What follows belongs to an exercise in optimizing a design on an open flow for small area and a short achievable clock period; a production flow would make more cautious choices. Where RTL was checked, it was by simulation tests only, not by an equivalence proof against the original. The RTL of runs 1 to 7 was laid out without a check of its function. Power figures rest on the tool's default switching activity, not on a simulated workload.

--- flow/design.v ---
module IEEE754_AdderSubtract
(
	input clock,
	input resetn,
	input [31:0] a,
	input [31:0] b,
	output [31:0] y
);
	wire [7:0]  ea = a[30:23];
	wire [7:0]  eb = b[30:23];
	wire [7:0]  dba, dab;
	wire        ge;                              
	bk_add #(8) u_dba (eb, ~ea, 1'b1, dba, ge);
	bk_add #(8) u_dab (ea, ~eb, 1'b1, dab, );
	wire [7:0]  sh = ge ? dba : dab;
	reg         v1, sg1, sub1, ge1, big1;
	reg  [7:0]  eg1;
	reg  [4:0]  sh1;
	reg  [22:0] ma1, mb1;
	always @(posedge clock) begin
		v1   <= resetn;
		sg1  <= ge ? b[31] : a[31];
		sub1 <= a[31] ^ b[31];
		ge1  <= ge;
		eg1  <= ge ? eb : ea;
		big1 <= |sh[7:5];
		sh1  <= sh[4:0];
		ma1  <= a[22:0];
		mb1  <= b[22:0];
	end
	wire [22:0] mg = ge1 ? mb1 : ma1;
	wire [22:0] mw = ge1 ? ma1 : mb1;
	wire [4:0]  she = big1 ? 5'd23 : sh1;
	wire [23:0] sm = {1'b1, mw} >> she;
	wire [24:0] A = {2'b01, mg};
	wire [24:0] B = {1'b0, sm} ^ {25{sub1}};
	wire [24:0] p = A ^ B;
	wire [24:0] gc;                              
	wire [24:0] pc;                              
	wire        co;
	bk_prefix #(25, 16) u_pre (A & B, p, gc, pc, co);
	wire        neg = sub1 & ~co;
	wire [24:0] r = p ^ (gc | (pc & {25{co}})) ^ {25{neg}};
	wire        s = sg1 ^ neg;
	wire [4:0]  c;                               
	wire        nz;                              
	lzc32 u_lzc ({r, 7'b0}, c, nz);
	wire [24:0] n1 = c[4] ? {r[8:0], 16'b0} : r;
	wire [24:0] n2 = c[3] ? {n1[16:0], 8'b0} : n1;
	wire [24:0] n3 = c[2] ? {n2[20:0], 4'b0} : n2;
	wire [24:0] n4 = c[0] ? {n3[23:0], 1'b0} : n3;
	wire [7:0]  egp;
	bk_add #(8) u_inc (eg1, 8'd0, 1'b1, egp, );
	reg         s2;
	reg  [7:0]  egp2;
	reg  [4:0]  lz2;
	reg  [23:0] n42;
	always @(posedge clock) begin
		if (!resetn || !v1) begin
			s2   <= 1'b0;
			egp2 <= 8'd0;
			lz2  <= 5'd0;
			n42  <= 24'd0;
		end else begin
			s2   <= s;
			egp2 <= egp;
			lz2  <= {c[4:2], c[1] & nz, c[0]};   
			n42  <= n4[23:0];
		end
	end
	wire [23:0] n5 = lz2[1] ? {n42[21:0], 2'b0} : n42;
	wire [2:0]  ehd;
	wire [4:0]  elo;
	wire        nb;                              
	bk_add #(3, 2) u_dec (egp2[7:5], 3'b111, 1'b0, ehd, );
	bk_add #(5) u_exp (egp2[4:0], ~lz2, 1'b1, elo, nb);
	assign y = {s2, nb ? egp2[7:5] : ehd, elo, n5[23:1]};
endmodule
module bk_prefix #(parameter N = 8, parameter TOPD = 4)
(
	input  [N-1:0] g,
	input  [N-1:0] p,
	output [N-1:0] gc,
	output [N-1:0] pc,
	output         co
);
	reg [N-1:0] G, P, Gn, Pn;
	integer i, d;
	always @(*) begin
		G = g;
		P = p;
		for (d = 1; d < N; d = d * 2) begin
			Gn = G; Pn = P;
			for (i = 2*d-1; i < N; i = i + 2*d) begin
				Gn[i] = G[i] | (P[i] & G[i-d]);
				Pn[i] = P[i] & P[i-d];
			end
			G = Gn; P = Pn;
		end
		for (d = TOPD; d >= 1; d = d / 2) begin
			Gn = G; Pn = P;
			for (i = 3*d-1; i < N; i = i + 2*d) begin
				Gn[i] = G[i] | (P[i] & G[i-d]);
				Pn[i] = P[i] & P[i-d];
			end
			G = Gn; P = Pn;
		end
	end
	assign gc = {G[N-2:0], 1'b0};
	assign pc = {P[N-2:0], 1'b1};
	assign co = G[N-1];
endmodule
module bk_add #(parameter N = 8, parameter TOPD = 4)
(
	input  [N-1:0] x,
	input  [N-1:0] y,
	input          ci,
	output [N-1:0] s,
	output         co
);
	wire [N-1:0] p = x ^ y;
	wire [N-1:0] gc, pc;
	wire         c;
	bk_prefix #(N, TOPD) u_pre (x & y, p, gc, pc, c);
	assign s  = p ^ (gc | (pc & {N{ci}}));
	assign co = c | (&p & ci);
endmodule
module lzc32
(
	input  [31:0] x,
	output [4:0]  c,
	output        v
);
	wire [3:0] ch, cl;
	wire       vh, vl;
	lzc16 u_h (x[31:16], ch, vh);
	lzc16 u_l (x[15:0],  cl, vl);
	assign v = vh | vl;
	assign c = vh ? {1'b0, ch} : {1'b1, cl};
endmodule
module lzc16
(
	input  [15:0] x,
	output [3:0]  c,
	output        v
);
	wire [2:0] ch, cl;
	wire       vh, vl;
	lzc8 u_h (x[15:8], ch, vh);
	lzc8 u_l (x[7:0],  cl, vl);
	assign v = vh | vl;
	assign c = vh ? {1'b0, ch} : {1'b1, cl};
endmodule
module lzc8
(
	input  [7:0] x,
	output [2:0] c,
	output       v
);
	wire [1:0] ch, cl;
	wire       vh, vl;
	lzc4 u_h (x[7:4], ch, vh);
	lzc4 u_l (x[3:0], cl, vl);
	assign v = vh | vl;
	assign c = vh ? {1'b0, ch} : {1'b1, cl};
endmodule
module lzc4
(
	input  [3:0] x,
	output [1:0] c,
	output       v
);
	assign v = |x;
	assign c[1] = ~(x[3] | x[2]);
	assign c[0] = ~(x[3] | (~x[2] & x[1]));
endmodule
--- flow/flow/run.sh ---
#!/bin/bash
# The standard layout, with two changes to how it is made:
#  - the smallest plain buffer (buf_1) as the port buffer on every input and output;
#  - repair_timing aims for 15.5 ns of setup slack (the clock and constraints are unchanged).
set -euo pipefail
bash standard.sh finish "BUFFER_PORTS_ARGS=-buffer_cell sky130_fd_sc_hd__buf_1" SETUP_SLACK_MARGIN=15.5 > standard_flow.log 2>&1
--- flow/standard.sh ---
#!/bin/bash
# synth_recipe.tcl (not shown) runs the flow's synth.tcl, then flattens the netlist and writes it again
# the make line also repeats each setting of config.mk as NAME=value (left out here)
make -C /OpenROAD-flow-scripts/flow DESIGN_CONFIG=/design/flow/config.mk WORK_HOME=/design/flow/orfs CLKGATE_MAP_FILE= SYNTH_SCRIPT=/design/flow/synth_recipe.tcl "${@:-finish}"
--- flow/config.mk ---
export PLATFORM = sky130hd
export DESIGN_NAME = IEEE754_AdderSubtract
export DESIGN_NICKNAME = IEEE754_AdderSubtract
export VERILOG_FILES = /design/flow/design.v
export SDC_FILE = /design/flow/constraint.sdc
export NUM_CORES = 4
export LEC_CHECK = 0
export ABC_AREA = 1
export CAP_MARGIN = 20
export CORE_MARGIN = 2
export CORE_UTILIZATION = 60
export CTS_BUF_LIST = sky130_fd_sc_hd__clkbuf_8
export GPL_TIMING_DRIVEN = 0
export SLEW_MARGIN = 20
--- flow/constraint.sdc ---
create_clock -name core_clock -period 22.0 [get_ports {clock}]
set_input_delay 4.4000 -clock core_clock [delete_from_list [all_inputs] [get_ports {clock}]]
set_output_delay 4.4000 -clock core_clock [all_outputs]
set_load 0.01 [all_outputs]
==> flow_summary.ini, run 1 <==
[outcome]
status = timing/DRC/antenna clean

[floorplanning]
initial_core_util_pct = 60.9
die_w_um = 122
num_rows = 43
die_area_sq_um = 14900
die_h_um = 122
core_sq_um = 13700
ioPinCount = 98

[clock_network]
numCtsBuffers = 9
clock_latency_ps = 390
cts_tree = built
root_buffer = clkbuf_8
htree_levels = 3
clk_pin_slew_ps = 100
clk_path_buf_depth = 2
clock_sinks = 102

[synthesis]
synth_top_flop_cell = dfxtp_1
synth.net_count = 1503
async_reset_ff_share_pct = 0
synth-seq-cells = 102
yosysSeqAreaShare_pct = 24.4
synth_top_cell_by_area = nand2_1
synth_edf_count = 0
syn_avg_cell_area_sq_um = 6.02
yosys.area.top_type_share_pct = 24.5
syn_area_sq_um = 8350
synth.distinct_cells = 44
syn_inst = 1387
synth_warnings = 5
synthTopCellsByArea = nand2_1 (24%), dfxtp_1 (24%), ha_1 (7.2%), o21ai_0 (6.8%), inv_1 (6.2%)

[layout]
multiInputGateArea_sq_um = 5610
nNetsFinal = 1623
diodes = 0
nFillCells = 1269
regArea_sq_um = 2040
drive_above_1_share_pct = 8.99
area_growth_pct = 13.5
final_cell_mix = nand2_1 (539), inv_1 (134), o21ai_0 (109)
final_common_cell = nand2_1

[setup_path]
critPathMaxFanout = 3
endpoint_kind = primary output
startpoint_type = register
path_class = reg2out
required_ps = 17600
critPathArrivalTime_ps = 2130

[drt]
viasPerCell = 5.38
remaining_drc_errors = 0
drtIter0Drc = 765
drt-pass1-iter-count = 5
drt-total-wl_um = 23700
wire_per_inst_um = 14.0
vias = 9110
ant_nets = 0

[sta]
whs_ps = 426
slew_headroom_pct = 54.1
finalCritPeriodShare_pct = 29.7
tightest_slew_ps = 688
setup_viol = 0
skew_ps = 13.1
finalHoldViolations = 0
post-route-min-period_ps = 6530
slew_violations = 0
fin_setup_tns_ps = 0
rsz0062_at_grt = true
setup_slack_ps = 15470
fmax_ghz = 0.153

[power]
switching_share_pct = 49.1
p_total_mw = 0.938
p_leak_nw = 4.86
p_per_area_nw_per_um2 = 98.9
power_frac_seq_pct = 24.1
p_comb_share_pct = 60.1
p_int_mw = 0.478
p_clk_share_pct = 15.8
ir_drop_uv = 57.0
power.switching_mw = 0.460

[placed_design]
pre_cts_ws_ps = 14980
hpwl_um = 18600
io_buffers = 97
routabilityCongestion = 0.984

[global_routing]
grt_max_degree = 20
grt_pass1_vias = 8115
grt_pass1_wl_um = 38100
overflow = 0
grt_usage_pct = 32.1
antenna_found_initial = 0

[hold_path]
hold_class = reg2reg

[job]
maxCapViolCount = 0
[what timing repair did]
item | CTS | global route
gates resized for setup | 14 | 56
hold endpoints to repair | 0 | 0
buffers inserted | 11 | 1
pin swaps | 8 | 21
hold buffers | 0 | 0
setup endpoints to repair | 13 | 44
[per-stage QoR]
stage	utilization (%)	instance area, sq um	std cells
after detailed placement	65.3	8960	1664
after CTS	68.1	9350	1691
after global routing	69.1	9480	1692
after global placement	65.3	8960	1664
final	69.1	9480	1692
after floorplan	-	8370	1387
[power groups by stage]
stage | clock, mW | combinational [mW] | sequential [mW]
6_report | 0.148 | 0.564 | 0.226
5_1_grt | 0.157 | 0.637 | 0.229
4_1_cts | 0.150 | 0.542 | 0.226
3_5_place_dp | 0 | 0.529 | 0.230
3_3_place_gp | 0 | 0.525 | 0.229
2_1_floorplan | 0 | 0.402 | 0.225
[flip-flops by register name, indices dropped and copies added (netlist names), 5 cells and up]
signal  count
egp2        8
mb1        23
n42        24
sh1         5
ma1        23
eg1         8
lz2         5
[critical path, stage by stage (launching register included)]
cell	delay, ps
dfxtp_2	360
inv_2	50
buf_8	110
ha_4	230
a21oi_4	160
nand2_2	90
a21oi_4	170
o21bai_4	80
nand2_2	100
nand3_2	90
xnor2_1	160
buf_2	150
[per-layer routing]
metal / track usage, % / part of all wire, %
met2: 53.8 / 46
met4: 9.99 / 2.3
met1: 42.6 / 45
met5: 0 / 0
met3: 4.68 / 6.7
[logic make-up (layout without fill, tap and decap cells)]
kind of cell / count (synthesis) / after routing / synth area share [%]
buffers and inverters: 200 / 325 / 9.88
multiplexers: 3 / 3 / 0.359
XOR/XNOR: 54 / 54 / 5.84
adder cells (fa/ha/maj): 50 / 50 / 7.67
AO/OA/AOI/OAI: 191 / 191 / 12.3
flip-flops: 102 / 102 / 24.4
AND/OR/NAND/NOR: 787 / 787 / 39.5
[final timing paths]
check / startpoint / end / slack [ps] / cells after the start
worst min-delay path: eg1[0] / egp2[0] / 430 / 1
worst min register to register: eg1[0] / egp2[0] / 430 / 1
worst max-delay path: lz2[1] / y[30] / 15470 / 11
worst max register to register: big1 / n42[1] / 16060 / 34
[synthesized netlist by cell type (5+ instances only)]
master	instances
inv_2	6
nand4_1	13
xnor2_1	11
buf_2	10
clkbuf_1	31
dfxtp_1	102
nand2_1	545
nor2_1	105
inv_1	138
nand2_2	9
buf_6	6
o21ai_0	113
o211ai_1	13
nand3_1	86
nor2_2	5
a21oi_1	43
xor2_1	41
a31oi_1	5
o21ai_1	8
ha_1	48
[final cells by class]
type	count	area share (%)
Timing Repair Buffer	109	5.05
Inverter	147	5.85
Multi-Input combinational cell	1085	59.2
Sequential cell	102	21.6
Tap cell	180	2.38
Buffer	53	3.19
Clock inverter	7	1.45
Clock buffer	9	1.31
==> run 2, diff against run 1 <==
==> flow/flow/run.sh (replaced) <==
#!/bin/bash
# The standard layout, with two changes to how it is made:
#  - the smallest plain buffer (buf_1) as the port buffer on every input and output;
#  - repair_timing aims for 15.3 ns of setup slack (the clock and constraints are unchanged).
set -euo pipefail
bash standard.sh finish "BUFFER_PORTS_ARGS=-buffer_cell sky130_fd_sc_hd__buf_1" SETUP_SLACK_MARGIN=15.3 > standard_flow.log 2>&1
==> run 2 against run 1 <==
Highest routed layer unchanged. Synthesized cell count unchanged. Die area unchanged. Final cell count decreased by 0.41%. Register-to-register slack got worse by 200 ps. Non-clock buffer count decreased by 6. Setup slack got worse by 54 ps. Via count decreased by 1.2%. Hold slack improved by 23 ps. Core utilization decreased by 1.8 points. Still clean. Synthesized area unchanged. Critical path depth unchanged. Sequential power about the same. Critical path type unchanged.
==> flow_summary.ini, run 2 <==
[floorplanning]
die_area_sq_um = 14900
die_h_um = 122
core_sq_um = 13700
num_rows = 43
ioPinCount = 98
die_w_um = 122
initial_core_util_pct = 60.9

[global_routing]
overflow = 0
antenna_found_initial = 0
grt_pass1_vias = 7906
grt_max_degree = 18
grt_usage_pct = 31.4
grt_pass1_wl_um = 37000

[sta]
rsz0062_at_grt = true
whs_ps = 449
slew_violations = 0
slew_headroom_pct = 52.7
tightest_slew_ps = 710
fin_setup_tns_ps = 0
post-route-min-period_ps = 6580
fmax_ghz = 0.152
finalHoldViolations = 0
skew_ps = 21.4
finalCritPeriodShare_pct = 29.9
setup_viol = 0

[placed_design]
hpwl_um = 18700
post_dp_cell_area_sq_um = 8950
routabilityCongestion = 0.978
io_buffers = 97

[layout]
multiInputGateArea_sq_um = 5530
largest_reg_flops = 24
final_common_cell = nand2_1
design_area_sq_um = 9240
largest_registers = n42 (24), ma1 (23), mb1 (23)
nFillCells = 1339
drive_above_1_share_pct = 6.98
final_cell_mix = nand2_1 (543), inv_1 (136), o21ai_0 (112)
regArea_sq_um = 2050
area_growth_pct = 10.6
diodes = 0
nNetsFinal = 1617
top_register = n42

[power]
ir_drop_uv = 54.1
p_leak_nw = 4.75
p_per_area_nw_per_um2 = 96.0
p_total_mw = 0.887

[clock_network]
root_buffer = clkbuf_8
htree_levels = 3
numCtsBuffers = 9
clk_pin_slew_ps = 100
clk_path_buf_depth = 2
clock_sinks = 102
cts_tree = built
clock_latency_ps = 390

[drt]
vias = 8997
ant_nets = 0
drt-pass1-iter-count = 5
wire_per_inst_um = 13.7
viasPerCell = 5.34
drt-total-wl_um = 23100
drtIter0Drc = 691
remaining_drc_errors = 0

[synthesis]
syn_avg_cell_area_sq_um = 6.02
synth_edf_count = 0
synth_top_cell_by_area = nand2_1
syn_inst = 1387
synth_top_flop_cell = dfxtp_1
yosys.area.top_type_share_pct = 24.5
synthTopCellsByArea = nand2_1 (24%), dfxtp_1 (24%), ha_1 (7.2%), o21ai_0 (6.8%), inv_1 (6.2%)
yosysMostFrequentCell = nand2_1
synth.net_count = 1503
synth_warnings = 5
yosysSeqAreaShare_pct = 24.4
synth_common_cells = nand2_1 (545), inv_1 (138), o21ai_0 (113)
async_reset_ff_share_pct = 0
syn_area_sq_um = 8350
synth.distinct_cells = 44
synth-seq-cells = 102

[setup_path]
crit_path_frequent_cell = a21oi_2
endpoint_kind = primary output
critPathMaxStageDelay_ps = 390
required_ps = 17600
slowest_stage = dfxtp_4
critPathMaxFanout = 6
startpoint_type = register
path_class = reg2out
path_cells = inv_2 > buf_8 > ha_4 > a21oi_2 > nand2_1 > a21oi_2 > o21bai_2 > nand2_2 > nand3_1 > xnor2_1 > buf_2
critPathArrivalTime_ps = 2180

[outcome]
status = timing/DRC/antenna clean

[job]
maxCapViolCount = 0

[hold_path]
hold_class = reg2reg
run 2: what timing repair did:
item,CTS,global route
endpoints found under the hold margin,0,0
endpoints found under the setup margin,8,38
setup buffers,0,6
gates resized for setup,11,24
gates cloned,0,0
hold buffers,0,0
pin swaps,2,3
run 2: logic make-up (layout without fill, tap and decap cells):
logic type	Yosys count	after routing	share of synthesized area, %
compound gates	191	191	12.3
xor+xnor	54	54	5.84
fa+ha+maj	50	50	7.67
buf+inv	200	318	9.88
flops	102	102	24.4
mux	3	3	0.359
simple gates	787	787	39.5
run 2: routing by layer:
layer / part of all wire (%) / vias up / track usage (%) / routed length [um]
li1: - / 4599 / - / -
met1: 46 / 4032 / 42.4 / 10700
met5: 0 / - / 0 / 0
met3: 5.4 / 45 / 4.59 / 1250
met2: 46 / 321 / 51.4 / 10600
met4: 2.6 / 0 / 10.3 / 610
run 2: worst max-delay path, delay by kind of cell (launching register included):
family                     cells  cell delay, ps
AOI/OAI and AO/OA              3             440
xor gates and xnor gates       1             150
adders and majority gates      1             220
buffers and inverters          3             340
DFF                            1             390
and+or+nand+nor                3             260
run 2: power breakdown:
part | total [mW] | internal [mW] | switching (mW)
clock network | 0.111 | 0.0450 | 0.0660
logic | 0.550 | 0.180 | 0.371
registers | 0.226 | 0.211 | 0.0144
run 2: per-stage QoR:
step,util [%],setup WS (ps),std cells
after global placement,65.2,14750,1664
after CTS,66.8,15310,1679
after floorplan,-,15350,1387
after detailed placement,65.2,14690,1664
after global routing,67.3,15230,1685
final,67.3,15420,1685
run 2: final timing paths:
path | slack, ps | end | cells past startpoint | start
setup / recovery | 15420 | y[30] | 11 | lz2[1]
setup reg to reg | 15860 | lz2[1] | 33 | big1
hold / removal | 450 | egp2[0] | 1 | eg1[0]
hold reg to reg | 450 | egp2[0] | 1 | eg1[0]
run 2: layout make-up:
type	count	share of cell area, %
multi-input combinational	1085	59.8
sequential	102	22.1
inverter	147	6.00
timing repair buffer	103	4.48
buffer	53	3.17
tap	180	2.44
clock buffer	10	1.49
clock inverter	5	0.447
==> run 3, diff against run 2 <==
--- a/flow/config.mk
+++ b/flow/config.mk
@@ -10,3 +10,3 @@
 export CORE_MARGIN = 2
-export CORE_UTILIZATION = 60
+export CORE_UTILIZATION = 70
 export CTS_BUF_LIST = sky130_fd_sc_hd__clkbuf_8
==> run 3 against run 2 <==
Power is 2.1% higher. Sequential cell count unchanged. Design area fell by 0.26%. Via count rose by 6.8%. Synthesized cell count stayed put. Clock power is 8% higher. Critical endpoint is now big1. Die area is 14% lower. First-iteration DRC count grew 68%. Sequential share of layout area is essentially flat. Synthesized area stayed put. Still clean on timing, DRC and antenna. Fmax fell by 1.2%. Clock skew fell by 3.2 ps.
==> flow_summary.ini, run 3 <==
[outcome]
status = timing/DRC/antenna clean

[floorplanning]
die_w_um = 113
die_h_um = 113
core_sq_um = 11500
num_rows = 39
die_area_sq_um = 12800
initial_core_util_pct = 72.5
ioPinCount = 98

[sta]
post-route-min-period_ps = 6660
skew_ps = 18.2
finalHoldViolations = 0
tightest_slew_ps = 683
slew_violations = 0
setup_viol = 0
slew_headroom_pct = 54.5
fin_setup_tns_ps = 0
fmax_ghz = 0.150
rsz0062_at_grt = true
finalCritPeriodShare_pct = 30.3

[drt]
remaining_drc_errors = 0
viasPerCell = 5.83
vias = 9610
wire_per_inst_um = 15.3
drt-total-wl_um = 25300
drt-pass1-iter-count = 17
ant_nets = 0
drtIter0Drc = 1161

[setup_path]
startpoint_type = primary input
endpoint_kind = register
critPathArrivalTime_ps = 6960
required_ps = 22300
path_class = in2reg
critPathMaxFanout = 5

[job]
maxCapViolCount = 0

[synthesis]
synth_common_cells = nand2_1 (545), inv_1 (138), o21ai_0 (113)
synth_top_cell_by_area = nand2_1
synth-seq-cells = 102
synth_edf_count = 0
syn_area_sq_um = 8350
syn_inst = 1387
synth.distinct_cells = 44
syn_avg_cell_area_sq_um = 6.02
synth_warnings = 5
synthTopCellsByArea = nand2_1 (24%), dfxtp_1 (24%), ha_1 (7.2%), o21ai_0 (6.8%), inv_1 (6.2%)
yosys.area.top_type_share_pct = 24.5
synth_top_flop_cell = dfxtp_1
yosysSeqAreaShare_pct = 24.4
synth.net_count = 1503
yosysMostFrequentCell = nand2_1
async_reset_ff_share_pct = 0

[layout]
nNetsFinal = 1616
design_area_sq_um = 9210
largest_registers = n42 (24), ma1 (23), mb1 (23)
final_cell_mix = nand2_1 (542), inv_1 (137), o21ai_0 (111)
area_growth_pct = 10.3
drive_above_1_share_pct = 6.91
largest_reg_flops = 24
diodes = 0
final_util_pct = 80.0
final_common_cell = nand2_1
top_register = n42

[clock_network]
clk_path_buf_depth = 2
cts_tree = built
numCtsBuffers = 9
clock_sinks = 102
clk_pin_slew_ps = 110
ctsHoldBuffers = 0
clock_latency_ps = 410
root_buffer = clkbuf_8
htree_levels = 3

[global_routing]
overflow = 0
grt_max_degree = 21
antenna_found_initial = 0
grt_pass1_wl_um = 40900
grt_pass1_vias = 8776
grt_usage_pct = 39.5

[power]
power_frac_seq_pct = 25.0
p_leak_nw = 4.74
p_int_mw = 0.437
p_per_area_nw_per_um2 = 98.3
switching_share_pct = 51.8
p_total_mw = 0.906
power.switching_mw = 0.469
p_clk_share_pct = 13.3
ir_drop_uv = 90.6
p_comb_share_pct = 61.7

[placed_design]
post_dp_cell_area_sq_um = 8900
routabilityCongestion = 0.982
io_buffers = 97
hpwl_um = 18600

[hold_path]
hold_class = reg2reg
-- run 3: area by class of cell --
type	count	area, sq um
Timing Repair Buffer	102	405
Multi-Input combinational cell	1085	5540
Sequential cell	102	2040
Buffer	53	290
Fill cell	865	2300
Clock inverter	7	75.1
Tap cell	143	179
Clock buffer	9	124
Inverter	147	554
-- run 3: timing repair --
action,4_1_cts,5_1_grt
endpoints found under the setup margin,13,17
pin swaps,1,8
gates resized for setup,11,19
gates cloned,0,0
setup buffers,4,1
-- run 3: worst max-delay path, stage by stage --
cell	delay, ps
buf_1	140
inv_1	70
ha_1	200
inv_1	70
fa_1	170
nand2_1	90
a21oi_2	160
o21ai_1	110
a21oi_1	170
inv_1	80
a21oi_2	150
inv_1	70
a21oi_2	180
nor2_2	90
nor2_4	170
buf_4	170
o21ai_0	90
xor2_1	150
nor2_1	130
nand2_1	100
-- run 3: logic make-up after synthesis --
logic type      Yosys count  share of synthesized area [%]
fa+ha+maj                50                           7.67
compound gates          191                           12.3
flops                   102                           24.4
simple gates            787                           39.5
xor+xnor                 54                           5.84
mux                       3                          0.359
buf+inv                 200                           9.88
-- run 3: path summary, 6_finish.rpt --
path | startpoint | slack, ps | cells after the start | endpoint
min | eg1[0] | 460 | 1 | egp2[0]
max reg2reg | ge1 | 15880 | 35 | n42[3]
min reg2reg | eg1[0] | 460 | 1 | egp2[0]
max | a[23] | 15340 | 20 | big1
-- run 3: power by group through the flow --
stage	logic, mW	registers (mW)	clock network (mW)
finish	0.559	0.227	0.120
detailed placement	0.527	0.230	0
CTS	0.535	0.226	0.121
floorplan	0.402	0.225	0
global placement	0.515	0.229	0
global route	0.624	0.229	0.129
-- run 3: metrics by stage --
stage                     setup slack (ps)  hold WS (ps)  instances
after floorplan                      15350           399       1387
final                                15340           465       1648
after CTS                            15310           464       1647
after global placement               14790           411       1627
after global routing                 15230           476       1648
after detailed placement             14590           433       1627
-- run 3: metal layers --
layer | global-route usage (%) | up-vias | part of all wire [%]
met1 | 49.4 | 4224 | 39
li1 | - | 4612 | -
met2 | 64.8 | 660 | 46
met3 | 7.50 | 114 | 9.9
met4 | 20.8 | 0 | 4.5
met5 | 0 | - | 0
==> run 4, diff against run 3 <==
--- a/flow/design.v
+++ b/flow/design.v
@@ -10,10 +10,7 @@
 	wire [7:0]  eb = b[30:23];
-	wire [7:0]  dba, dab;
+	wire [7:0]  dba;                             
 	wire        ge;                              
 	bk_add #(8) u_dba (eb, ~ea, 1'b1, dba, ge);
-	bk_add #(8) u_dab (ea, ~eb, 1'b1, dab, );
-	wire [7:0]  sh = ge ? dba : dab;
-	reg         v1, sg1, sub1, ge1, big1;
-	reg  [7:0]  eg1;
-	reg  [4:0]  sh1;
+	reg         v1, sg1, sub1, ge1;
+	reg  [7:0]  eg1, d1;
 	reg  [22:0] ma1, mb1;
@@ -25,4 +22,3 @@
 		eg1  <= ge ? eb : ea;
-		big1 <= |sh[7:5];
-		sh1  <= sh[4:0];
+		d1   <= dba;
 		ma1  <= a[22:0];
@@ -32,3 +28,5 @@
 	wire [22:0] mw = ge1 ? ma1 : mb1;
-	wire [4:0]  she = big1 ? 5'd23 : sh1;
+	wire [7:0]  sh;
+	bk_add #(8) u_neg (d1 ^ {8{~ge1}}, 8'd0, ~ge1, sh, );
+	wire [4:0]  she = (|sh[7:5]) ? 5'd23 : sh[4:0];
 	wire [23:0] sm = {1'b1, mw} >> she;
--- a/flow/config.mk
+++ b/flow/config.mk
@@ -10,3 +10,3 @@
 export CORE_MARGIN = 2
-export CORE_UTILIZATION = 70
+export CORE_UTILIZATION = 60
 export CTS_BUF_LIST = sky130_fd_sc_hd__clkbuf_8
==> run 4 against run 3 <==
Global-route usage is 6.5 points lower. Hold slack worse by 6.5 ps. Register-to-register slack worse by 310 ps. Power is 11% higher. Die area is 19% higher. Clock skew hardly changed. Synthesized area is 2.8% higher. Setup slack better by 41 ps. Largest power group unchanged. Clock power is 8% higher. Core utilization is 4.5 points lower.
==> flow_summary.ini, run 4 <==
[outcome]
status = timing/DRC/antenna clean

[setup_path]
path_class = reg2out
required_ps = 17600
r2r-start = ge1
endpoint_kind = primary output
critPathMaxFanout = 6
startpoint = lz2[1]
startpoint_type = register
regToRegSetupSlack_ps = 15570
critPathArrivalTime_ps = 2220

[layout]
instances_no_fill = 1788
largest_registers = n42 (24), ma1 (23), mb1 (23)
final_util_pct = 75.5
diodes = 0
largest_reg_flops = 24
area_growth_pct = 22.5
nFillCells = 1187
final_cell_mix = nand2_1 (450), inv_1 (175), o21ai_0 (107)
design_area_sq_um = 10500
nNetsFinal = 1713
top_register = n42
drive_above_1_share_pct = 17.7
final_common_cell = nand2_1

[sta]
fin_setup_tns_ps = 0
finalCritPeriodShare_pct = 30.1
finalHoldViolations = 0
post-route-min-period_ps = 6620
whs_ps = 458
slew_violations = 0
rsz0062_at_grt = false
skew_ps = 17.8
fmax_ghz = 0.151
tightest_slew_ps = 704
setup_viol = 0
slew_headroom_pct = 53.1

[placed_design]
hpwl_um = 18800
io_buffers = 97
routabilityCongestion = 0.962
dp_cells = 1694
post_dp_cell_area_sq_um = 9180

[drt]
ant_nets = 0
drt-total-wl_um = 25500
viasPerCell = 5.43
drt-pass1-iter-count = 6
wire_per_inst_um = 14.3
vias = 9707
remaining_drc_errors = 0
drtIter0Drc = 995

[synthesis]
synthTopCellsByArea = dfxtp_1 (24%), nand2_1 (21%), o21ai_0 (8.7%), inv_1 (7.9%), ha_1 (6.4%)
yosysSeqAreaShare_pct = 24.2
syn_inst = 1417
synth-seq-cells = 104
synth_edf_count = 0
synth.distinct_cells = 45
async_reset_ff_share_pct = 0
synth_top_cell_by_area = dfxtp_1
synth_top_flop_cell = dfxtp_1
synth_warnings = 5
synth.net_count = 1527
yosys.area.top_type_share_pct = 24.2
syn_avg_cell_area_sq_um = 6.06
yosysMostFrequentCell = nand2_1
synth_common_cells = nand2_1 (479), inv_1 (180), o21ai_0 (150)
syn_area_sq_um = 8590

[power]
switching_share_pct = 49.8
power_frac_seq_pct = 22.4
p_clk_share_pct = 12.9
p_int_mw = 0.505
p_leak_nw = 5.31
power.switching_mw = 0.500
ir_drop_uv = 71.1
p_comb_share_pct = 64.7
p_per_area_nw_per_um2 = 95.4

[clock_network]
ctsHoldBuffers = 0
root_buffer = clkbuf_8
cts_tree = built
numCtsBuffers = 9
clock_latency_ps = 400
htree_levels = 3
clk_path_buf_depth = 2
clock_sinks = 104
clk_pin_slew_ps = 110

[global_routing]
overflow = 0
grt_usage_pct = 33.0
antenna_found_initial = 0
grt_max_degree = 21
grt_pass1_wl_um = 39900
grt_pass1_vias = 8445

[job]
maxCapViolCount = 0

[floorplanning]
core_sq_um = 13900
die_area_sq_um = 15300
ioPinCount = 98
num_rows = 43
die_h_um = 124
initial_core_util_pct = 61.6
die_w_um = 124

[hold_path]
hold_class = reg2reg
holdCritStartpoint = eg1[0]
## run 4: cells by family after synthesis
group	share of synthesized area (%)
flip-flops	24.2
buffers and inverters	12.5
XOR/XNOR	4.98
adder cells (fa/ha/maj)	6.41
multiplexers	0.364
AO/OA/AOI/OAI	14.1
AND/OR/NAND/NOR	37.4
## run 4: power groups by stage
| stage | Sequential, mW | Combinational, mW | Clock, mW |
|---|---|---|---|
| 4_1_cts | 0.225 | 0.570 | 0.132 |
| 2_1_floorplan | 0.226 | 0.395 | 0 |
| 3_5_place_dp | 0.229 | 0.519 | 0 |
| 6_report | 0.225 | 0.649 | 0.130 |
| 3_3_place_gp | 0.228 | 0.513 | 0 |
| 5_1_grt | 0.228 | 0.719 | 0.138 |
## run 4: path summary, 6_finish.rpt
path / endpoint / depth (start not counted)
max: y[27] / 11
min: egp2[0] / 1
max reg2reg: n42[18] / 51
min reg2reg: egp2[0] / 1
## run 4: worst max-delay path: stages, from the launching register on
cell and delay (ps):
dfxtp_4 380, inv_2 60, clkbuf_8 140, ha_4 220, a21oi_2 130, nand2_2 80, a21oi_2 160, o21bai_1 110
buf_4 150, buf_4 120, xor2_1 130, clkbuf_2 150
## run 4: layout make-up
type / instances / area [sq um] / area share [%]
multi-input combinational: 1056 / 5840 / 55.5
buffer: 56 / 405 / 3.85
tap: 180 / 225 / 2.14
clock buffer: 9 / 124 / 1.18
sequential: 104 / 2090 / 19.8
inverter: 203 / 773 / 7.35
clock inverter: 7 / 96.3 / 0.915
timing repair buffer: 173 / 975 / 9.26
## run 4: layer usage
metal | routed length [um] | GRT usage [%] | part of all wire (%)
met1 | 11300 | 44.8 | 44
met2 | 11800 | 54.2 | 46
met3 | 1620 | 3.85 | 6.3
met4 | 748 | 11.8 | 2.9
met5 | 0 | 0 | 0
## run 4: what timing repair did
item | 4_1_cts | 5_1_grt
setup endpoints to repair | 35 | 44
cloned | 1 | 4
pin swaps | 23 | 55
resized for setup | 99 | 118
setup buffers | 36 | 37
endpoints found under the hold margin | 0 | 0
## run 4: through the flow
step           setup WS [ps]  total power [mW]
2_1_floorplan          15480             0.621
3_3_place_gp           13720             0.741
3_5_place_dp           13610             0.748
4_1_cts                15320             0.926
5_1_grt                15080              1.08
6_report               15380              1.00
==> run 5, diff against run 4 <==
--- a/flow/design.v
+++ b/flow/design.v
@@ -32,4 +32,4 @@
 	wire [23:0] sm = {1'b1, mw} >> she;
-	wire [24:0] A = {2'b01, mg};
-	wire [24:0] B = {1'b0, sm} ^ {25{sub1}};
+	wire [24:0] A = {2'b01, mg} ^ {25{sub1}};
+	wire [24:0] B = {1'b0, sm};
 	wire [24:0] p = A ^ B;
@@ -39,5 +39,4 @@
 	bk_prefix #(25, 16) u_pre (A & B, p, gc, pc, co);
-	wire        neg = sub1 & ~co;
-	wire [24:0] r = p ^ (gc | (pc & {25{co}})) ^ {25{neg}};
-	wire        s = sg1 ^ neg;
+	wire [24:0] r = p ^ (gc | (pc & {25{co}})) ^ {25{sub1 & ~co}};
+	wire        s = sg1 ^ (sub1 & (co | (&p)));
 	wire [4:0]  c;                               
==> run 5 against run 4 <==
Largest cell class unchanged. Fmax is 1.2% lower. Sequential power shrank 2%. Power down 2.6%. Wire length is 10% higher. Register-to-register slack worse by 270 ps. Global-route usage decreased by 0.42 points. Largest power group unchanged. Count of clock-buffer cells in the layout did not move. Via count rose by 1.4%. First-iteration DRC count is 2.7% higher. Critical path depth grew 31.
==> flow_summary.ini, run 5 <==
[synthesis]
yosys.area.top_type_share_pct = 25.4
synth.net_count = 1440
synth_top_flop_cell = dfxtp_1
synth_common_cells = nand2_1 (420), inv_1 (161), o21ai_0 (145)
synth_top_cell_by_area = dfxtp_1
yosysMostFrequentCell = nand2_1
syn_avg_cell_area_sq_um = 6.17
synth_edf_count = 0
yosysSeqAreaShare_pct = 25.4
syn_area_sq_um = 8200
synth_warnings = 5
async_reset_ff_share_pct = 0
synth-seq-cells = 104
synth.distinct_cells = 46
synthTopCellsByArea = dfxtp_1 (25%), nand2_1 (19%), o21ai_0 (8.8%), nand3_1 (7.5%), inv_1 (7.4%)
syn_inst = 1329

[outcome]
status = timing/DRC/antenna clean

[setup_path]
crit_path_frequent_cell = nor2_4
required_ps = 22340
path_class = reg2reg
critPathBufInv = 9
r2r-end = n42[21]
regToRegSetupSlack_ps = 15300
endpoint_kind = register
r2r_cells = 42
critPathMaxStageDelay_ps = 390
startpoint = ge1
startpoint_type = register
r2r-start = ge1
setup.worst_path.end = n42[21]
critPathArrivalTime_ps = 7040
slowest_stage = dfxtp_4
path_delay_family = simple AND/OR/NAND/NOR gates
crit_cells = 42
critPathMaxFanout = 8

[clock_network]
root_buffer = clkbuf_8
clock_latency_ps = 400
ctsHoldBuffers = 0
clock_sinks = 104
htree_levels = 3
clk_path_buf_depth = 2
clk_pin_slew_ps = 110
numCtsBuffers = 9
cts_tree = built

[hold_path]
hold_class = reg2reg

[global_routing]
overflow = 0
use_met1_pct = 40.5
grt_use_met3_pct = 5.22
antenna_found_initial = 0
grt_pass1_wl_um = 38200
use_met2_pct = 57.5
grt_usage_pct = 32.6
grt_busiest_layer = met2
grt_max_degree = 20
grt_pass1_vias = 8219

[drt]
viasPerCell = 5.70
ant_nets = 0
drt-total-wl_um = 28100
remaining_drc_errors = 0
drt-pass1-iter-count = 8
vias = 9843
drtIter0Drc = 1022
wire_per_inst_um = 16.3

[sta]
slew_violations = 0
whs_ps = 440
fmax_ghz = 0.149
setup_slack_ps = 15300
finalCritPeriodShare_pct = 30.5
fin_setup_tns_ps = 0
setup_viol = 0
post-route-min-period_ps = 6700
tightest_slew_ps = 702
finalHoldViolations = 0
rsz0062_at_grt = true
skew_ps = 13.8
slew_headroom_pct = 53.2

[layout]
final_cell_mix = nand2_1 (358), inv_1 (150), dfxtp_1 (102)
final_util_pct = 83.3
instances_no_fill = 1727
largest_registers = n42 (24), ma1 (23), mb1 (23)
final_common_cell = nand2_1
area_growth_pct = 34.9
largest_reg_flops = 24
top_register = n42
drive_above_1_share_pct = 25.1
nFillCells = 890
nNetsFinal = 1657
diodes = 0

[power]
p_leak_nw = 5.43
ir_drop_uv = 61.8
p_per_area_nw_per_um2 = 88.4

[floorplanning]
die_w_um = 121
die_h_um = 121
core_sq_um = 13300
num_rows = 42
ioPinCount = 98
die_area_sq_um = 14600
initial_core_util_pct = 61.7

[placed_design]
dp_cells = 1602
routabilityCongestion = 0.970
pre_cts_ws_ps = 13560
io_buffers = 97
hpwl_um = 18500

[job]
maxCapViolCount = 0
[run 5: cell types whose count changed after synthesis, sizes merged, moves of 11 or more]
cell / previous run / this run
nand3: 98 / 127
o21ai: 161 / 150
nand2: 502 / 431
nor2: 102 / 78
nand4: 31 / 18
inv: 194 / 172
[run 5: how the worst min path moves through the flow]
stage,startpoint,end,cells after the start
after floorplan,eg1[0],egp2[0],1
after global placement,eg1[0],egp2[0],1
after detailed placement,eg1[0],egp2[0],1
after CTS,eg1[0],egp2[0],1
after global routing,eg1[0],egp2[0],1
final,eg1[0],egp2[0],1
[run 5: cells by family (layout without fill, tap and decap cells)]
kind of cell	count (synthesis)	in the layout	share of synthesized area (%)
adder cells (fa/ha/maj)	45	45	6.86
XOR/XNOR	50	50	5.43
AO/OA/AOI/OAI	214	214	13.9
flip-flops	104	104	25.4
buffers and inverters	229	451	11.6
AND/OR/NAND/NOR	680	680	36.0
multiplexers	7	7	0.869
[run 5: metal layers]
metal	part of all wire, %	wire length, um
met5	0	0
met1	39	10900
met4	5.1	1430
met3	8.2	2320
met2	48	13500
[run 5: power breakdown]
| part | switching, mW | leakage, nW | internal (mW) | total, mW |
|---|---|---|---|---|
| Clock | 0.0737 | 0.0963 | 0.0435 | 0.117 |
| Combinational | 0.399 | 4.47 | 0.242 | 0.640 |
| Sequential | 0.0100 | 0.869 | 0.211 | 0.221 |
| Total | 0.482 | 5.43 | 0.496 | 0.978 |
[run 5: per-stage QoR]
| step | cell area (sq um) | power [mW] |
|---|---|---|
| 6_report | 11100 | 0.978 |
| 3_5_place_dp | 8790 | 0.651 |
| 4_1_cts | 9450 | 0.803 |
| 5_1_grt | 11100 | 1.04 |
| 2_1_floorplan | 8200 | 0.542 |
| 3_3_place_gp | 8790 | 0.646 |
[run 5: final cells by class]
class | count | area (sq um) | area share [%]
buffer | 54 | 439 | 3.97
clock buffer | 9 | 124 | 1.12
clock inverter | 7 | 65.1 | 0.588
inverter | 175 | 682 | 6.16
multi-input combinational | 996 | 6120 | 55.3
sequential | 104 | 2090 | 18.9
tap | 176 | 220 | 1.99
timing repair buffer | 205 | 1330 | 12.0
timing repair inverter | 1 | 7.51 | 0.0678
[run 5: timing repair]
item | in CTS | in global routing
gates cloned | 3 | 7
setup buffers | 16 | 83
endpoints found under the setup margin | 35 | 43
gates resized for setup | 102 | 268
pin swaps | 17 | 107
==> run 6, diff against run 5 <==
--- a/flow/design.v
+++ b/flow/design.v
@@ -10,7 +10,10 @@
 	wire [7:0]  eb = b[30:23];
-	wire [7:0]  dba;                             
+	wire [7:0]  dba, dab;
 	wire        ge;                              
 	bk_add #(8) u_dba (eb, ~ea, 1'b1, dba, ge);
-	reg         v1, sg1, sub1, ge1;
-	reg  [7:0]  eg1, d1;
+	bk_add #(8) u_dab (ea, ~eb, 1'b1, dab, );
+	wire [7:0]  sh = ge ? dba : dab;
+	reg         v1, sg1, sub1, ge1, big1;
+	reg  [7:0]  eg1;
+	reg  [4:0]  sh1;
 	reg  [22:0] ma1, mb1;
@@ -22,3 +25,4 @@
 		eg1  <= ge ? eb : ea;
-		d1   <= dba;
+		big1 <= |sh[7:5];
+		sh1  <= sh[4:0];
 		ma1  <= a[22:0];
@@ -28,5 +32,3 @@
 	wire [22:0] mw = ge1 ? ma1 : mb1;
-	wire [7:0]  sh;
-	bk_add #(8) u_neg (d1 ^ {8{~ge1}}, 8'd0, ~ge1, sh, );
-	wire [4:0]  she = (|sh[7:5]) ? 5'd23 : sh[4:0];
+	wire [4:0]  she = big1 ? 5'd23 : sh1;
 	wire [23:0] sm = {1'b1, mw} >> she;
==> run 6 against run 5 <==
Via count fell by 8.7%. Clock skew is 5.9 ps higher. First-iteration DRC count down 21%. Sequential cell count is 2 lower. Global-route usage fell by 1.2 points. Clock power is 5% higher. Final cell count is 2.8% lower. Power shrank 19%. Count of clock-buffer cells in the layout rose by 1. Critical path depth shrank 29. Wire length decreased by 17%. Register-to-register slack improved by 870 ps.
==> flow_summary.ini, run 6 <==
[global_routing]
antenna_found_initial = 0
grt_usage_pct = 31.4
grt_pass1_wl_um = 37100
overflow = 0
grt_pass1_vias = 7904
grt_max_degree = 18

[hold_path]
hold_class = reg2reg
holdCritStartpoint = eg1[0]
holdPathEnd = egp2[0]
min_path_cells = 1

[synthesis]
synth-seq-cells = 102
syn_inst = 1379
synth_warnings = 5
yosysMostFrequentCell = nand2_1
syn_avg_cell_area_sq_um = 6.14
synthTopCellsByArea = dfxtp_1 (24%), nand2_1 (21%), ha_1 (7.2%), nand3_1 (7.1%), inv_1 (6.9%)
yosysSeqAreaShare_pct = 24.1
syn_area_sq_um = 8470
synth_common_cells = nand2_1 (481), inv_1 (156), nand3_1 (120)
synth_top_cell_by_area = dfxtp_1
synth_edf_count = 0
synth.distinct_cells = 48
yosys.area.top_type_share_pct = 24.1
synth_top_flop_cell = dfxtp_1
async_reset_ff_share_pct = 0
synth.net_count = 1496

[drt]
drt-total-wl_um = 23300
viasPerCell = 5.35
drtIter0Drc = 811
vias = 8983
remaining_drc_errors = 0
wire_per_inst_um = 13.9
ant_nets = 0
drt-pass1-iter-count = 7

[layout]
nNetsFinal = 1611
drive_above_1_share_pct = 8.88
top_register = n42
final_cell_mix = nand2_1 (478), inv_1 (154), nand3_1 (120)
largest_registers = n42 (24), ma1 (23), mb1 (23)
largest_reg_flops = 24
instances_no_fill = 1678
nFillCells = 1291
regArea_sq_um = 2050
design_area_sq_um = 9430
multiInputGateArea_sq_um = 5580
area_growth_pct = 11.3
final_common_cell = nand2_1
diodes = 0

[power]
p_per_area_nw_per_um2 = 83.5
ir_drop_uv = 54.7
p_comb_share_pct = 56.7
p_total_mw = 0.788
power_frac_seq_pct = 27.6
power.switching_mw = 0.379
switching_share_pct = 48.1
p_int_mw = 0.409
p_leak_nw = 4.79
p_clk_share_pct = 15.6

[placed_design]
pre_cts_ws_ps = 14680
dp_cells = 1656
routabilityCongestion = 0.999
hpwl_um = 18900
post_dp_cell_area_sq_um = 9060
io_buffers = 97

[clock_network]
cts_tree = built
numCtsBuffers = 9
clock_latency_ps = 390
root_buffer = clkbuf_8
clock_sinks = 102
clk_path_buf_depth = 2
htree_levels = 3
clk_pin_slew_ps = 110

[setup_path]
regToRegSetupSlack_ps = 16170
r2r-start = ge1
critPathMaxFanout = 6
startpoint = lz2[1]
critPathMaxStageDelay_ps = 400
critPathBufInv = 4
path_cells = inv_4 > buf_8 > ha_4 > a21oi_4 > nand2_2 > a21oi_4 > o21bai_4 > nand2_2 > inv_2 > nor2_4 > nand2_2 > xnor2_2 > buf_2
required_ps = 17600
r2r_cells = 36
slowest_stage = dfxtp_4
critPathArrivalTime_ps = 2340
path_delay_family = simple AND/OR/NAND/NOR gates
endpoint_kind = primary output
r2r-end = n42[1]
crit_path_frequent_cell = nand2_2
startpoint_type = register
path_class = reg2out

[floorplanning]
core_sq_um = 13800
die_w_um = 123
die_h_um = 123
initial_core_util_pct = 61.2
die_area_sq_um = 15100
num_rows = 43
ioPinCount = 98

[sta]
slew_headroom_pct = 49.5
setup_slack_ps = 15260
setup_viol = 0
fmax_ghz = 0.148
fin_setup_tns_ps = 0
post-route-min-period_ps = 6740
finalHoldViolations = 0
skew_ps = 19.7
slew_violations = 0
rsz0062_at_grt = true
tightest_slew_ps = 757
finalCritPeriodShare_pct = 30.6

[job]
maxCapViolCount = 0

[outcome]
status = timing/DRC/antenna clean
==> run 6: cell types whose count changed after synthesis, moves of 5 or more <==
cell      change
a21oi_1      +12
o211ai_1      -5
xor2_1        -5
o21ai_0      -28
nand2_1      +61
clkbuf_1      +7
nand3_2      +11
nand2_2       +5
inv_1         -5
==> run 6: cell type report <==
type	instances	share of cell area, %
inverter	171	6.89
clock inverter	5	0.703
timing repair buffer	104	4.51
multi-input combinational	1052	59.2
clock buffer	10	1.46
sequential	102	21.7
tap	180	2.39
buffer	54	3.17
==> run 6: logic make-up after synthesis <==
logic type / Yosys count / share of synthesized area (%)
AOI/OAI and AO/OA: 200 / 12.7
xor gates and xnor gates: 43 / 4.45
adders and majority gates: 51 / 7.71
buffers and inverters: 225 / 11.0
DFF: 102 / 24.1
muxes: 6 / 0.709
and+or+nand+nor: 752 / 39.3
==> run 6: layer usage <==
metal,routed length (um),vias up,part of all wire [%],global-route usage [%]
met3,1730,61,7.4,6.97
met4,782,0,3.4,13.4
met2,10700,325,46,51.8
li1,-,4627,-,-
met5,0,-,0,0
met1,10100,3970,43,39.4
==> run 6: power by group through the flow <==
| stage | logic, mW | registers (mW) | clock network [mW] |
|---|---|---|---|
| 6_report | 0.447 | 0.218 | 0.123 |
| 5_1_grt | 0.502 | 0.220 | 0.132 |
| 4_1_cts | 0.430 | 0.217 | 0.125 |
| 3_5_place_dp | 0.423 | 0.221 | 0 |
| 3_3_place_gp | 0.419 | 0.221 | 0 |
| 2_1_floorplan | 0.318 | 0.218 | 0 |
==> run 6: worst max-delay path by stage <==
stage                     endpoint  slack (ps)  cells past startpoint
after floorplan             sh1[3]       15420                     19
after global placement      eg1[5]       14810                     17
after detailed placement      big1       14680                     19
after CTS                    y[30]       15250                     13
after global routing         y[28]       15160                     12
final                        y[30]       15260                     13
==> run 6: per-stage QoR <==
step / hold slack, ps / utilization (%)
global route: 455 / 68.2
global placement: 419 / 65.5
floorplan: 399 / -
finish: 426 / 68.2
CTS: 430 / 67.5
detailed placement: 415 / 65.5
==> run 6: worst register-to-register path: cells and delay by family (launching register included) <==
family	cells	cell delay [ps]
flops	1	320
compound gates	9	1560
buf+inv	7	1360
fa+ha+maj	1	430
simple gates	19	2090
==> run 6: repair_timing <==
action	4_1_cts	5_1_grt
hold buffers	0	0
pin swaps	1	7
setup buffers	2	5
gates resized for setup	16	20
endpoints found under the setup margin	18	17
gates cloned	0	0
==> run 7, diff against run 6 <==
--- a/flow/design.v
+++ b/flow/design.v
@@ -10,10 +10,9 @@
 	wire [7:0]  eb = b[30:23];
-	wire [7:0]  dba, dab;
+	wire [7:0]  d;                               
 	wire        ge;                              
-	bk_add #(8) u_dba (eb, ~ea, 1'b1, dba, ge);
-	bk_add #(8) u_dab (ea, ~eb, 1'b1, dab, );
-	wire [7:0]  sh = ge ? dba : dab;
+	bk_add #(8) u_dba (eb, ~ea, 1'b1, d, ge);
+	wire        big = ge ? (|d[7:5]) : (~&d[7:5] | (d == 8'he0));
 	reg         v1, sg1, sub1, ge1, big1;
 	reg  [7:0]  eg1;
-	reg  [4:0]  sh1;
+	reg  [4:0]  d1;
 	reg  [22:0] ma1, mb1;
@@ -25,4 +24,4 @@
 		eg1  <= ge ? eb : ea;
-		big1 <= |sh[7:5];
-		sh1  <= sh[4:0];
+		big1 <= big;
+		d1   <= d[4:0];
 		ma1  <= a[22:0];
@@ -31,5 +30,5 @@
 	wire [22:0] mg = ge1 ? mb1 : ma1;
-	wire [22:0] mw = ge1 ? ma1 : mb1;
-	wire [4:0]  she = big1 ? 5'd23 : sh1;
-	wire [23:0] sm = {1'b1, mw} >> she;
+	wire [23:0] mw = ge1 ? {1'b1, ma1} : {2'b01, mb1[22:1]};
+	wire [4:0]  she = big1 ? {4'b1011, ge1} : (d1 ^ {5{~ge1}});
+	wire [23:0] sm = mw >> she;
 	wire [24:0] A = {2'b01, mg} ^ {25{sub1}};
==> run 7 against run 6 <==
Still clean. Critical path depth fell by 2. Global-route usage fell by 1.3 points. Via count fell by 3.3%. Synthesized cell count fell by 0.80%. Synthesized area fell by 1.4%. Design area fell by 2.4%. Hold slack improved by 9.5 ps. Clock power fell by 6%. Clock skew rose by 1.9 ps. Critical endpoint unchanged. Largest cell class unchanged. Highest routed layer unchanged.
==> flow_summary.ini, run 7 <==
[sta]
finalHoldViolations = 0
fmax_ghz = 0.152
rsz0062_at_grt = false
setup_viol = 0
tightest_slew_ps = 997
post-route-min-period_ps = 6560
slew_violations = 0
skew_ps = 21.5
fin_setup_tns_ps = 0
finalCritPeriodShare_pct = 29.8
slew_headroom_pct = 33.0

[setup_path]
path_class = reg2out
endpoint_kind = primary output
critPathMaxFanout = 6
crit_path_frequent_cell = a21oi_2
path_cells = inv_2 > buf_8 > ha_4 > a21oi_2 > nand2_2 > a21oi_2 > o21bai_1 > nand2_1 > nand3_2 > xnor2_1 > buf_2
startpoint_type = register
critPathArrivalTime_ps = 2160
required_ps = 17600
slowest_stage = dfxtp_4
critPathMaxStageDelay_ps = 380

[global_routing]
grt_pass1_wl_um = 35700
grt_max_degree = 20
overflow = 0
antenna_found_initial = 0
grt_pass1_vias = 7675
grt_usage_pct = 30.1

[synthesis]
synth.distinct_cells = 49
yosysMostFrequentCell = nand2_1
synth.net_count = 1478
yosys.area.top_type_share_pct = 24.5
synth_common_cells = nand2_1 (489), inv_1 (180), o21ai_0 (136)
yosysSeqAreaShare_pct = 24.5
synth-seq-cells = 102
synth_top_flop_cell = dfxtp_1
syn_avg_cell_area_sq_um = 6.10
async_reset_ff_share_pct = 0
syn_area_sq_um = 8350
synth_warnings = 5
synthTopCellsByArea = dfxtp_1 (24%), nand2_1 (22%), o21ai_0 (8.2%), inv_1 (8.1%), ha_1 (6.6%)
synth_top_cell_by_area = dfxtp_1
syn_inst = 1368
synth_edf_count = 0

[floorplanning]
num_rows = 43
die_h_um = 122
initial_core_util_pct = 60.8
die_w_um = 122
ioPinCount = 98
core_sq_um = 13700
die_area_sq_um = 14900

[job]
maxCapViolCount = 0

[drt]
wl_met2_um = 9620
drt-pass1-iter-count = 7
dr_wl_met3_um = 1330
ant_nets = 0
drt-met1-wl_um = 10100
remaining_drc_errors = 0
drtIter0Drc = 638
wire_per_inst_um = 13.0
drt-total-wl_um = 21600
viasPerCell = 5.22
vias = 8688
top_layer = met4

[clock_network]
clock_latency_ps = 400
numCtsBuffers = 9
clk_pin_slew_ps = 90
clock_sinks = 102
root_buffer = clkbuf_8
cts_tree = built
clk_path_buf_depth = 2
ctsHoldBuffers = 0
htree_levels = 3

[layout]
largest_reg_flops = 24
area_growth_pct = 10.3
largest_registers = n42 (24), ma1 (23), mb1 (23)
final_common_cell = nand2_1
nNetsFinal = 1589
final_cell_mix = nand2_1 (487), inv_1 (179), o21ai_0 (135)
diodes = 0
drive_above_1_share_pct = 7.21
instances_no_fill = 1664
top_register = n42

[hold_path]
hold_class = reg2reg

[placed_design]
hpwl_um = 17800
io_buffers = 97
dp_cells = 1645
routabilityCongestion = 0.973

[outcome]
status = timing/DRC/antenna clean

[power]
p_per_area_nw_per_um2 = 84.5
p_leak_nw = 4.77
ir_drop_uv = 64.9
[run 7: changes by cell type after synthesis, moves of 8 or more]
| cell | before | now |
|---|---|---|
| nand3_1 | 120 | 94 |
| inv_1 | 156 | 180 |
| o21ai_0 | 117 | 136 |
| nand2_1 | 481 | 489 |
| a21oi_1 | 49 | 40 |
| nor2_1 | 70 | 59 |
[run 7: final cells by class]
| type | instances | area (sq um) |
|---|---|---|
| well taps | 180 | 225 |
| inverters | 188 | 706 |
| multi-input cells | 1019 | 5300 |
| fillers | 1334 | 4510 |
| flip-flops and latches | 102 | 2050 |
| clock buffers | 10 | 138 |
| clock inverters | 6 | 57.6 |
| repair buffers | 100 | 390 |
| plain buffers | 59 | 347 |
[run 7: repair_timing]
item	in CTS	in global routing
buffers inserted	1	2
gates cloned	0	0
pin swaps	1	5
resized for setup	8	13
setup endpoints to repair	5	10
[run 7: layer usage]
metal / vias up / track usage (%)
met2: 313 / 48.8
met5: - / 0
met4: 0 / 10.5
met1: 3777 / 41.3
li1: 4551 / -
met3: 47 / 3.89
[run 7: final timing paths]
kind	to	slack (ps)	cells past startpoint	startpoint
worst max register to register	n42[17]	16020	36	ge1
worst min-delay path	egp2[0]	440	1	eg1[0]
worst max-delay path	y[30]	15440	11	lz2[1]
worst min register to register	egp2[0]	440	1	eg1[0]
[run 7: power breakdown]
part / total [mW] / internal [mW] / switching, mW
registers: 0.217 / 0.207 / 0.00958
clock network: 0.116 / 0.0472 / 0.0692
logic: 0.445 / 0.145 / 0.300
total: 0.778 / 0.399 / 0.379
[run 7: kinds of logic (layout without fill, tap and decap cells)]
logic type / count (synthesis) / count (layout) / share of synthesized area, %
buf+inv: 247 / 363 / 12.5
xor+xnor: 45 / 45 / 4.81
compound gates: 219 / 219 / 14.4
mux: 6 / 6 / 0.734
flops: 102 / 102 / 24.5
simple gates: 705 / 705 / 36.5
fa+ha+maj: 44 / 44 / 6.59
[run 7: per-stage QoR]
| stage | instance area [sq um] | hold WS [ps] | util, % | total power [mW] | setup WS (ps) |
|---|---|---|---|---|---|
| after floorplan | 8350 | 399 | - | 0.548 | 15440 |
| after global placement | 8940 | 416 | 65.1 | 0.648 | 15040 |
| after detailed placement | 8940 | 427 | 65.1 | 0.651 | 15020 |
| after CTS | 9170 | 440 | 66.8 | 0.771 | 15350 |
| after global routing | 9210 | 473 | 67.1 | 0.851 | 15300 |
| final | 9210 | 436 | 67.1 | 0.778 | 15440 |
[run 7: critical path, delay by kind of cell, from the launching register on]
kind                       cells  cell delay, ps
AOI/OAI and AO/OA              3             430
DFF                            1             380
buffers and inverters          3             320
and+or+nand+nor                3             300
adders and majority gates      1             220
xor gates and xnor gates       1             140
==> run 8, diff against run 7 <==
--- a/flow/design.v
+++ b/flow/design.v
@@ -33,4 +33,4 @@
 	wire [23:0] sm = mw >> she;
-	wire [24:0] A = {2'b01, mg} ^ {25{sub1}};
-	wire [24:0] B = {1'b0, sm};
+	wire [24:0] A = {2'b01, mg};
+	wire [24:0] B = {1'b0, sm} ^ {25{sub1}};
 	wire [24:0] p = A ^ B;
@@ -40,4 +40,5 @@
 	bk_prefix #(25, 16) u_pre (A & B, p, gc, pc, co);
-	wire [24:0] r = p ^ (gc | (pc & {25{co}})) ^ {25{sub1 & ~co}};
-	wire        s = sg1 ^ (sub1 & (co | (&p)));
+	wire        neg = sub1 & ~co;
+	wire [24:0] r = p ^ (gc | (pc & {25{co}})) ^ {25{neg}};
+	wire        s = sg1 ^ neg;
 	wire [4:0]  c;                               
==> run 8 against run 7 <==
Critical path depth is the same. Final cell count decreased by 2.6%. Sequential power rose by 2%. Power grew 8.6%. Wire length grew 5.1%. Sequential share of layout area up 0.61 points. First-iteration DRC count grew 7.5%. Critical path type unchanged. Register-to-register slack worse by 390 ps. Via count rose by 0.30%.
==> flow_summary.ini, run 8 <==
[layout]
largest_registers = n42 (24), ma1 (23), mb1 (23)
instances_no_fill = 1621
top_register = n42
nNetsFinal = 1549
area_growth_pct = 10.8
diodes = 0
final_cell_mix = nand2_1 (425), inv_1 (159), o21ai_0 (134)
drive_above_1_share_pct = 7.27
final_common_cell = nand2_1
largest_reg_flops = 24
nFillCells = 1260

[synthesis]
syn_avg_cell_area_sq_um = 6.09
synth_common_cells = nand2_1 (426), inv_1 (158), o21ai_0 (140)
yosysSeqAreaShare_pct = 25.3
synth-seq-cells = 102
synth_top_flop_cell = dfxtp_1
syn_area_sq_um = 8090
synth.distinct_cells = 42
syn_inst = 1328
synth_top_cell_by_area = dfxtp_1
yosys.area.top_type_share_pct = 25.3
synth_warnings = 5
yosysMostFrequentCell = nand2_1
synth_edf_count = 0
synth.net_count = 1437
async_reset_ff_share_pct = 0
synthTopCellsByArea = dfxtp_1 (25%), nand2_1 (20%), o21ai_0 (8.7%), nand3_1 (7.7%), inv_1 (7.3%)

[hold_path]
holdPathEnd = egp2[0]
holdCritStartpoint = eg1[0]
hold_class = reg2reg
min_path_cells = 1

[sta]
fin_setup_tns_ps = 0
skew_ps = 13.0
tightest_slew_ps = 667
slew_violations = 0
setup_viol = 0
rsz0062_at_grt = true
fmax_ghz = 0.152
finalCritPeriodShare_pct = 29.9
slew_headroom_pct = 55.5
post-route-min-period_ps = 6570
finalHoldViolations = 0
whs_ps = 440

[drt]
remaining_drc_errors = 0
viasPerCell = 5.38
drt-met1-wl_um = 10100
wl_met2_um = 10800
drt-pass1-iter-count = 5
top_layer = met4
drtIter0Drc = 686
ant_nets = 0
dr_wl_met3_um = 1290
vias = 8714
drt-total-wl_um = 22700
wire_per_inst_um = 14.0

[floorplanning]
die_w_um = 120
core_sq_um = 13200
die_h_um = 120
die_area_sq_um = 14400
num_rows = 42
ioPinCount = 98
initial_core_util_pct = 61.3

[placed_design]
routabilityCongestion = 0.979
io_buffers = 97
dp_cells = 1601
hpwl_um = 18400

[clock_network]
clk_pin_slew_ps = 90
clk_path_buf_depth = 2
ctsHoldBuffers = 0
htree_levels = 3
cts_tree = built
clock_sinks = 102
root_buffer = clkbuf_8
numCtsBuffers = 9
clock_latency_ps = 380

[setup_path]
required_ps = 17600
r2r-end = n42[23]
regToRegSetupSlack_ps = 15630
endpoint_kind = primary output
critPathArrivalTime_ps = 2170
startpoint = lz2[1]
critPathMaxFanout = 6
critPathMaxStageDelay_ps = 380
path_cells = inv_2 > buf_8 > ha_4 > a21oi_1 > nand2_1 > a21oi_2 > o21bai_1 > nand2_1 > nand3_1 > xnor2_1 > buf_2
r2r-start = ge1
r2r_cells = 38
path_class = reg2out
crit_path_frequent_cell = nand2_1
startpoint_type = register
slowest_stage = dfxtp_4

[global_routing]
antenna_found_initial = 0
overflow = 0
grt_pass1_vias = 7758
grt_usage_pct = 31.9
grt_max_degree = 18
grt_pass1_wl_um = 36600

[power]
p_per_area_nw_per_um2 = 94.4
ir_drop_uv = 57.3
p_leak_nw = 4.47

[outcome]
status = timing/DRC/antenna clean

[job]
maxCapViolCount = 0
## run 8: changes by cell type after synthesis, moves of 5 or more
cell,previous run,this run
nand2_1,489,426
inv_1,180,158
nor2_1,59,80
nand3_2,10,3
nand3_1,94,124
buf_4,4,9
## run 8: critical path: cells and delay by family (launching register included)
kind,cells,cell delay [ps]
compound gates,3,430
flops,1,380
simple gates,3,300
buf+inv,3,330
xor+xnor,1,130
fa+ha+maj,1,210
## run 8: area by class of cell
cell class                 instances  area (sq um)  share of cell area, %
clock inverter                     7          48.8                  0.545
clock buffer                       9           124                   1.38
multi-input combinational        999          5150                   57.5
timing repair buffer             101           398                   4.44
sequential                       102          2050                   22.8
tap                              176           220                   2.46
buffer                            58           332                   3.70
inverter                         169           636                   7.10
## run 8: how the worst max path moves through the flow
stage	to	slack (ps)	cells past startpoint
6_report	y[30]	15430	11
5_1_grt	n42[21]	15260	38
4_1_cts	y[28]	15300	11
3_5_place_dp	lz2[1]	14720	34
3_3_place_gp	lz2[1]	14770	34
2_1_floorplan	sg1	15450	12
## run 8: logic make-up after synthesis
kind of cell | share of synthesized area (%)
simple gates | 35.9
buf+inv | 11.7
compound gates | 14.5
flops | 25.3
xor+xnor | 5.80
fa+ha+maj | 6.65
mux | 0.263
## run 8: repair_timing
| action | in CTS | in global routing |
|---|---|---|
| gates resized for setup | 9 | 38 |
| setup endpoints to repair | 34 | 32 |
| pin swaps | 1 | 5 |
| buffers inserted | 0 | 4 |
| endpoints found under the hold margin | 0 | 0 |
## run 8: per-layer routing
layer	vias to the layer above	global-route usage (%)
li1	4463	-
met4	0	10.0
met5	-	0
met1	3913	41.5
met2	299	54.5
met3	39	4.37
## run 8: power breakdown
group / internal (mW) / leakage (nW) / switching, mW
Combinational: 0.169 / 3.52 / 0.349
Clock: 0.0417 / 0.0945 / 0.0650
Sequential: 0.210 / 0.852 / 0.0112
Total: 0.420 / 4.47 / 0.425
## run 8: through the flow
step	setup slack, ps	instance area, sq um	power (mW)	util [%]
final	15430	8960	0.845	67.9
after global routing	15260	8960	0.921	67.9
after CTS	15300	8870	0.831	67.3
after detailed placement	14720	8670	0.721	65.7
after global placement	14770	8670	0.716	65.7
after floorplan	15450	8090	0.598	-
==> run 9, diff against run 8 <==
--- a/flow/config.mk
+++ b/flow/config.mk
@@ -14 +14,2 @@
 export SLEW_MARGIN = 20
+export TNS_END_PERCENT = 10
==> run 9 against run 8 <==
Wire length barely moved. Core utilization did not move. Global-route usage did not move.
==> flow_summary.ini, run 9 <==
[outcome]
status = timing/DRC/antenna clean

[clock_network]
clock_latency_ps = 380
cts_tree = built
numCtsBuffers = 9
htree_levels = 3
clk_pin_slew_ps = 90
root_buffer = clkbuf_8
clock_sinks = 102

[drt]
viasPerCell = 5.38
vias = 8724
drt-total-wl_um = 22700
drtIter0Drc = 685
ant_nets = 0
wire_per_inst_um = 14.0

[layout]
drive_above_1_share_pct = 7.27
nNetsFinal = 1549
area_growth_pct = 10.8
top_register = n42
diodes = 0
largest_registers = n42 (24), ma1 (23), mb1 (23)
final_common_cell = nand2_1
final_cell_mix = nand2_1 (425), inv_1 (159), o21ai_0 (134)

[power]
p_total_mw = 0.845
p_per_area_nw_per_um2 = 94.4
p_clk_share_pct = 12.6
ir_drop_uv = 57.3
power_frac_seq_pct = 26.2
p_comb_share_pct = 61.2
p_int_mw = 0.420

[setup_path]
regToRegSetupSlack_ps = 15630
slowest_stage = dfxtp_4
critPathArrivalTime_ps = 2180
path_cells = inv_2 > buf_8 > ha_4 > a21oi_1 > nand2_1 > a21oi_2 > o21bai_1 > nand2_1 > nand3_1 > xnor2_1 > buf_2
crit_path_frequent_cell = nand2_1
path_delay_family = compound AO/OA/AOI/OAI gates
critPathBufInv = 3
required_ps = 17600
path_class = reg2out
r2r-start = ge1

[synthesis]
syn_avg_cell_area_sq_um = 6.09
synth_edf_count = 0
synth_warnings = 5
synth_top_flop_cell = dfxtp_1
synth_common_cells = nand2_1 (426), inv_1 (158), o21ai_0 (140)
synth.net_count = 1437
synthTopCellsByArea = dfxtp_1 (25%), nand2_1 (20%), o21ai_0 (8.7%), nand3_1 (7.7%), inv_1 (7.3%)
synth-seq-cells = 102
synth_top_cell_by_area = dfxtp_1
syn_area_sq_um = 8090
synth.distinct_cells = 42

[placed_design]
post_dp_cell_area_sq_um = 8670
io_buffers = 97
routabilityCongestion = 0.979

[sta]
slew_violations = 0
fmax_ghz = 0.152
finalHoldViolations = 0
setup_viol = 0
slew_headroom_pct = 55.5
fin_setup_tns_ps = 0
rsz0062_at_grt = true

[job]
maxCapViolCount = 0

[hold_path]
holdCritStartpoint = eg1[0]
holdPathEnd = egp2[0]

[global_routing]
grt_max_degree = 18
grt_usage_pct = 31.9
overflow = 0
antenna_found_initial = 0

[floorplanning]
die_h_um = 120
die_w_um = 120
core_sq_um = 13200
num_rows = 42
run 9: cell counts after synthesis:
Identical to the previous run, type by type.
run 9: how the worst max path moves through the flow:
stage	to	depth (start not counted)	slack [ps]
2_1_floorplan	sg1	12	15450
3_3_place_gp	lz2[1]	34	14770
3_5_place_dp	lz2[1]	34	14720
6_report	y[30]	11	15420
5_1_grt	n42[21]	38	15260
4_1_cts	y[29]	11	15240
run 9: what timing repair did:
item | CTS | global route
pin swaps | 0 | 5
endpoints found under the setup margin | 34 | 33
setup buffers | 0 | 4
resized for setup | 7 | 40
run 9: through the flow:
step	hold WS (ps)	setup WS, ps	utilization (%)
6_report	440	15420	67.9
5_1_grt	448	15260	67.9
4_1_cts	438	15240	67.2
3_5_place_dp	422	14720	65.7
3_3_place_gp	413	14770	65.7
2_1_floorplan	399	15450	-
run 9: area by class of cell:
class,count,area (sq um)
plain buffers,58,332
clock buffers,9,124
clock inverters,7,48.8
fillers,1259,4230
inverters,169,636
multi-input cells,999,5150
flip-flops and latches,102,2050
well taps,176,220
repair buffers,101,398
run 9: per-layer routing:
metal / vias up / global-route usage, % / share of wire [%]
met5: - / 0 / 0
met4: 0 / 10.0 / 2.2
met3: 39 / 4.37 / 5.8
met2: 299 / 54.5 / 47
met1: 3922 / 41.5 / 45
li1: 4464 / - / -
run 9: power groups by stage:
stage,Sequential [mW],Clock [mW],Combinational [mW]
3_5_place_dp,0.225,0,0.496
6_report,0.221,0.107,0.517
4_1_cts,0.221,0.109,0.500
2_1_floorplan,0.222,0,0.376
5_1_grt,0.224,0.116,0.582
3_3_place_gp,0.224,0,0.491
run 9: logic make-up (layout without fill, tap and decap cells):
logic type / count (synthesis) / in the layout / synth area share (%)
AOI/OAI and AO/OA: 216 / 216 / 14.5
xor gates and xnor gates: 51 / 51 / 5.80
adders and majority gates: 43 / 43 / 6.65
buffers and inverters: 227 / 344 / 11.7
DFF: 102 / 102 / 25.3
muxes: 2 / 2 / 0.263
and+or+nand+nor: 687 / 687 / 35.9
run 9: worst register-to-register path, delay by kind of cell, from the launching register on:
family | cells | cell delay, ps
AND/OR/NAND/NOR | 24 | 3130
XOR/XNOR | 1 | 120
AO/OA/AOI/OAI | 5 | 1020
buffers and inverters | 7 | 1290
adder cells (fa/ha/maj) | 1 | 400
flip-flops | 1 | 330
